This design comes from an exercise in tuning for small area, a short achievable clock period and few clock cycles on the open sky130 flow, not from production work.
Function was checked by simulation only, so behaviour that the tests miss may differ from the original.
Power and IR drop assume default switching activity.

exp/sierra:
==> flow/design.v <==
`timescale 1ns / 1ps
module myCPU (
    input  wire         cpu_rst,
    input  wire         cpu_clk,
    output wire [13:0]  inst_addr,
    input  wire [31:0]  inst,
    output wire [31:0]  Bus_addr,
    input  wire [31:0]  Bus_rdata,
    output wire         Bus_wen,
    output wire [31:0]  Bus_wdata
);
    genvar gi, gl;
    localparam WA = 4;           
    localparam NA = 32 / WA;
    localparam WC = 8;           
    localparam NC = 32 / WC;
    reg  [31:0]   e_pc4;     
    reg  [31:0]   e_tgt;     
    reg  [WA-1:0] e_s0;      
    reg  [31:WA]  e_sa;      
    reg  [31:WA]  e_sb;      
    reg  [NA-1:0] e_g;       
    reg  [NA-1:1] e_p;       
    reg  [NC-1:0] e_eq;      
    reg  [NC-1:0] e_lt;      
    reg  [31:0]   e_a;       
    reg  [31:0]   e_b;       
    reg  [4:0]    e_sh;      
    reg           e_sra;
    reg  [4:0]    e_rd;
    reg  [2:0]    e_f3;
    reg           s_add, s_slt, s_xor, s_or, s_and, s_sr, s_sl;
    reg           s_ld, s_pc4, s_tgt;
    reg           e_we;      
    reg           e_st;
    reg           e_jal;
    reg           e_jalr;
    reg           e_br;
    reg           e_beqt;    
    reg           e_binv;    
    wire [NA-1:0] cg [0:3];
    wire [NA-1:0] cp [0:3];
    assign cg[0] = e_g;
    assign cp[0] = {e_p, 1'b0};
    generate
        for (gl = 0; gl < 3; gl = gl + 1) begin : g_lvl
            for (gi = 0; gi < NA; gi = gi + 1) begin : g_el
                if (gi >= (1 << gl)) begin : g_c
                    assign cg[gl+1][gi] = cg[gl][gi] | cp[gl][gi] & cg[gl][gi - (1 << gl)];
                    assign cp[gl+1][gi] = cp[gl][gi] & cp[gl][gi - (1 << gl)];
                end else begin : g_p
                    assign cg[gl+1][gi] = cg[gl][gi];
                    assign cp[gl+1][gi] = cp[gl][gi];
                end
            end
        end
    endgenerate
    wire [NA-1:0] cin_k = {cg[3][NA-2:0], 1'b0};
    wire [31:0] ag;
    assign ag[WA-1:0] = e_s0;
    generate
        for (gi = 1; gi < NA; gi = gi + 1) begin : g_sel
            assign ag[WA*gi +: WA] = cin_k[gi] ? e_sb[WA*gi +: WA] : e_sa[WA*gi +: WA];
        end
    endgenerate
    wire c_eq = &e_eq;
    wire c_lt = e_lt[3] | e_eq[3] & (e_lt[2] | e_eq[2] & (e_lt[1] | e_eq[1] & e_lt[0]));
    wire taken = e_jal | e_br & (e_binv ^ (e_beqt ? c_eq : c_lt));
    wire [31:0] jt  = {ag[31:1], 1'b0};
    wire [31:0] npc = e_jalr ? jt : taken ? e_tgt : e_pc4;
    wire signed [32:0] sh_ext = {e_sra & e_a[31], e_a};
    wire signed [32:0] sh_out = sh_ext >>> e_sh;
    wire [31:0] sh_r = sh_out[31:0];
    wire [31:0] sh_l;
    generate
        for (gi = 0; gi < 32; gi = gi + 1) begin : g_rev2
            assign sh_l[gi] = sh_r[31 - gi];
        end
    endgenerate
    wire [31:0] rsh = Bus_rdata >> {e_s0[1:0], 3'b000};
    wire [31:0] ld = e_f3[1] ? Bus_rdata :
                     e_f3[0] ? {{16{~e_f3[2] & rsh[15]}}, rsh[15:0]} :
                               {{24{~e_f3[2] & rsh[7]}}, rsh[7:0]};
    wire [31:0] res = ({32{s_add}}  & ag) |
                      ({32{s_slt}}  & {31'b0, c_lt}) |
                      ({32{s_xor}}  & (e_a ^ e_b)) |
                      ({32{s_or}}   & (e_a | e_b)) |
                      ({32{s_and}}  & (e_a & e_b)) |
                      ({32{s_sr}}   & sh_r) |
                      ({32{s_sl}}   & sh_l) |
                      ({32{s_ld}}   & ld) |
                      ({32{s_pc4}}  & e_pc4) |
                      ({32{s_tgt}}  & e_tgt);
    wire [3:0] wm = e_f3[1] ? 4'b1111 :
                    e_f3[0] ? (e_s0[1] ? 4'b1100 : 4'b0011) :
                              (4'b0001 << e_s0[1:0]);
    assign inst_addr = npc[15:2];
    assign Bus_addr  = ag;
    assign Bus_wen   = e_st;
    assign Bus_wdata = {wm[3] ? e_b[31:24] : Bus_rdata[31:24],
                        wm[2] ? e_b[23:16] : Bus_rdata[23:16],
                        wm[1] ? e_b[15:8]  : Bus_rdata[15:8],
                        wm[0] ? e_b[7:0]   : Bus_rdata[7:0]};
    reg [31:0] rf [1:31];
    always @(posedge cpu_clk) begin
        if (e_we)
            rf[e_rd] <= res;
    end
    wire [4:0] op  = inst[6:2];
    wire [2:0] f3  = inst[14:12];
    wire [4:0] rs1 = inst[19:15];
    wire [4:0] rs2 = inst[24:20];
    wire [4:0] rd  = inst[11:7];
    wire is_lui   = (op == 5'b01101);
    wire is_auipc = (op == 5'b00101);
    wire is_jal   = (op == 5'b11011);
    wire is_jalr  = (op == 5'b11001);
    wire is_br    = (op == 5'b11000);
    wire is_ld    = (op == 5'b00000);
    wire is_st    = (op == 5'b01000);
    wire is_opi   = (op == 5'b00100);
    wire is_op    = (op == 5'b01100);
    wire is_alu   = is_op | is_opi;
    reg [31:0] rf1, rf2;
    integer ri;
    always @(*) begin
        rf1 = 32'd0;
        rf2 = 32'd0;
        for (ri = 1; ri < 32; ri = ri + 1) begin
            rf1 = rf1 | ({32{rs1 == ri[4:0]}} & rf[ri]);
            rf2 = rf2 | ({32{rs2 == ri[4:0]}} & rf[ri]);
        end
    end
    wire [31:0] r1 = (e_we && e_rd == rs1) ? res : rf1;
    wire [31:0] r2 = (e_we && e_rd == rs2) ? res : rf2;
    wire [31:0] imm_i = {{21{inst[31]}}, inst[30:20]};
    wire [31:0] imm_s = {{21{inst[31]}}, inst[30:25], inst[11:7]};
    wire [31:0] imm_b = {{20{inst[31]}}, inst[7], inst[30:25], inst[11:8], 1'b0};
    wire [31:0] imm_u = {inst[31:12], 12'b0};
    wire [31:0] imm_j = {{12{inst[31]}}, inst[19:12], inst[20], inst[30:21], 1'b0};
    wire        use_r2 = is_op | is_br;
    wire        sub    = is_op & inst[30] & (f3 == 3'b000);
    wire [31:0] imm_a  = is_st ? imm_s : imm_i;
    wire [31:0] opb    = ({32{use_r2}} & r2) | ({32{~use_r2}} & imm_a);
    wire [31:0] addb   = ({32{use_r2 & ~sub}} & r2) | ({32{sub}} & ~r2) |
                         ({32{~use_r2}} & imm_a);
    wire [WA+1:0] d_s0c = {1'b0, r1[WA-1:0], sub} + {1'b0, addb[WA-1:0], sub};
    wire [31:WA]  d_sa, d_sb;
    wire [NA-1:1] d_g, d_p;
    generate
        for (gi = 1; gi < NA; gi = gi + 1) begin : g_add
            wire [WA:0]   t0 = {1'b0, r1[WA*gi +: WA]} + {1'b0, addb[WA*gi +: WA]};
            wire [WA+1:0] t1 = {1'b0, r1[WA*gi +: WA], 1'b1} + {1'b0, addb[WA*gi +: WA], 1'b1};
            assign d_sa[WA*gi +: WA] = t0[WA-1:0];
            assign d_g[gi]           = t0[WA];
            assign d_sb[WA*gi +: WA] = t1[WA:1];
            assign d_p[gi]           = t1[WA+1];
        end
    endgenerate
    wire sgn = is_br ? ~f3[1] : ~f3[0];
    wire [NC-1:0] d_eq, d_ltu;
    generate
        for (gi = 0; gi < NC; gi = gi + 1) begin : g_cmp
            assign d_eq[gi]  = (r1[WC*gi +: WC] == opb[WC*gi +: WC]);
            assign d_ltu[gi] = (r1[WC*gi +: WC] <  opb[WC*gi +: WC]);
        end
    endgenerate
    wire d_ltt = (sgn & (r1[31] ^ opb[31])) ? r1[31] : d_ltu[NC-1];
    wire [31:0] imm_t = is_br ? imm_b : is_jal ? imm_j : imm_u;
    wire [31:0] t_j = jt + imm_t;
    wire [31:0] t_t = e_tgt + imm_t;
    wire [31:0] t_p = e_pc4 + imm_t;
    wire [31:0] d_tgt = is_lui ? imm_u : e_jalr ? t_j : taken ? t_t : t_p;
    wire        shl = is_alu & (f3 == 3'b001);
    wire [31:0] r1_rev;
    generate
        for (gi = 0; gi < 32; gi = gi + 1) begin : g_rev
            assign r1_rev[gi] = r1[31 - gi];
        end
    endgenerate
    wire [31:0] st_data = f3[1] ? r2 :
                          f3[0] ? {2{r2[15:0]}} : {4{r2[7:0]}};
    always @(posedge cpu_clk) begin
        e_tgt  <= d_tgt;
        e_s0   <= d_s0c[WA:1];
        e_sa   <= d_sa;
        e_sb   <= d_sb;
        e_g    <= {d_g, d_s0c[WA+1]};
        e_p    <= d_p;
        e_eq   <= d_eq;
        e_lt   <= {d_ltt, d_ltu[NC-2:0]};
        e_a    <= shl ? r1_rev : r1;
        e_b    <= is_st ? st_data : opb;
        e_sh   <= opb[4:0];
        e_sra  <= inst[30] & (f3 == 3'b101);
        e_rd   <= rd;
        e_f3   <= f3;
        s_add  <= is_alu & (f3 == 3'b000);
        s_slt  <= is_alu & (f3[2:1] == 2'b01);
        s_xor  <= is_alu & (f3 == 3'b100);
        s_or   <= is_alu & (f3 == 3'b110);
        s_and  <= is_alu & (f3 == 3'b111);
        s_sr   <= is_alu & (f3 == 3'b101);
        s_sl   <= shl;
        s_ld   <= is_ld;
        s_pc4  <= is_jal | is_jalr;
        s_tgt  <= is_lui | is_auipc;
        e_beqt <= is_br & ~f3[2];
        e_binv <= is_br & f3[0];
    end
    always @(posedge cpu_clk or posedge cpu_rst) begin
        if (cpu_rst) begin
            e_pc4  <= 32'd0;
            e_we   <= 1'b0;
            e_st   <= 1'b0;
            e_jal  <= 1'b0;
            e_jalr <= 1'b0;
            e_br   <= 1'b0;
        end else begin
            e_pc4  <= npc + 32'd4;
            e_we   <= (is_lui | is_auipc | is_jal | is_jalr | is_ld | is_alu) & (rd != 5'd0);
            e_st   <= is_st;
            e_jal  <= is_jal;
            e_jalr <= is_jalr;
            e_br   <= is_br;
        end
    end
endmodule
clock: 10.0 ns
lec_check: 0
cap_margin: 20
core_margin: 2
core_utilization: 30
cts_buf_list: sky130_fd_sc_hd__clkbuf_8
setup_slack_margin: 5
slew_margin: 20
standard.sh (not shown) runs the stock make flow with config.mk's settings and CLKGATE_MAP_FILE= SYNTH_SCRIPT=/design/flow/synth_recipe.tcl, a recipe that flattens the netlist after the stock synthesis.
==> flow/flow/run.sh <==
#!/bin/bash
# The standard layout (standard.sh, with config.mk's settings), with one
# change to how it is made: the port buffers are plain sky130_fd_sc_hd__buf_4
# cells. make's full output goes to flow_make.log; ORFS keeps each step's log
# under orfs/logs/.
set -euo pipefail
bash standard.sh "BUFFER_PORTS_ARGS=-buffer_cell sky130_fd_sc_hd__buf_4" finish > flow_make.log 2>&1
exp/sierra: PASS, flow complete, no timing, DRC or antenna violations
Testbench counts of exp/sierra, summed over its fixed seeds: cycles 176,016.
Setup changes, exp/sierra to exp/maple
Settings: setting PLACE_DENSITY to 0.5 for the first time.
Results
When the final numbers for exp/maple and exp/sierra were put side by side, the met3 track utilization from global routing turned out to be smaller in exp/maple. Sequential cell area: exp/sierra vs exp/maple — no meaningful difference. Utilization: exp/sierra vs exp/maple — no meaningful difference. inst[19] as the startpoint of the most critical setup path was reported by exp/sierra, and inst[22] by exp/maple. exp/maple drops fewer vias than exp/sierra. Routed wire in exp/maple totals more than in exp/sierra. Setup slack (higher): exp/sierra. Delta (exp/maple minus exp/sierra): net switching power of the design picked up an extra about 1%, total of plain and repair buffers excluding clock buffers lost 7.0%, sequential group power neither gained nor lost much. Highest clock rate: exp/maple vs exp/sierra — no meaningful difference.
### exp/maple -> exp/violet
Settings: PLACE_DENSITY removed (was 0.5); CTS_BUF_LIST removed (was sky130_fd_sc_hd__clkbuf_8).
## What came out
Between exp/maple and exp/violet, the footprint of the flip-flops and latches does not differ in any meaningful way.
Final critical-path required period (exp/violet over exp/maple): increase, 8.4 ps
Having completed the whole flow, exp/maple delivered a layout that passed the timing, design-rule and antenna checks.
The flow did not stop early for exp/violet: all stages ran, and the layout cleared the timing, design-rule and antenna checks.
Between exp/violet and exp/maple, it is exp/violet whose met2 demand-to-capacity share in global routing is lower, by 3.7 points.

## static timing again, ports no longer ideal
Ports are ideal in the flow. The routed layouts listed here were re-timed in OpenROAD.
Step 1, drivers: a clkbuf_16 drives cpu_clk and a buf_2 each remaining input, both assumed.
Step 2 also shifts input and output timing later by t, the mid clock arrival at the registers, as if the neighbouring blocks saw the same clock.
Slacks: no drivers / after step 1 / after step 2; pairs: no drivers / after step 1.
| run | t, ns | slack for setup (ns) | slew at the worst register clock pin (ns) |
|---|---|---|---|
| exp/sierra | 1.039 | 4.923 / 4.906 / 3.946 | 0.09 / 0.09 |
| exp/maple | 1.024 | 4.917 / 4.930 / 3.955 | 0.09 / 0.09 |
| exp/violet | 0.872 | 4.909 / 4.919 / 4.094 | 0.08 / 0.08 |
After both steps every run listed still meets setup and hold. The setup slack of exp/sierra, which loses most, moves by -0.017 ns with the drivers and by -0.977 ns with both steps.
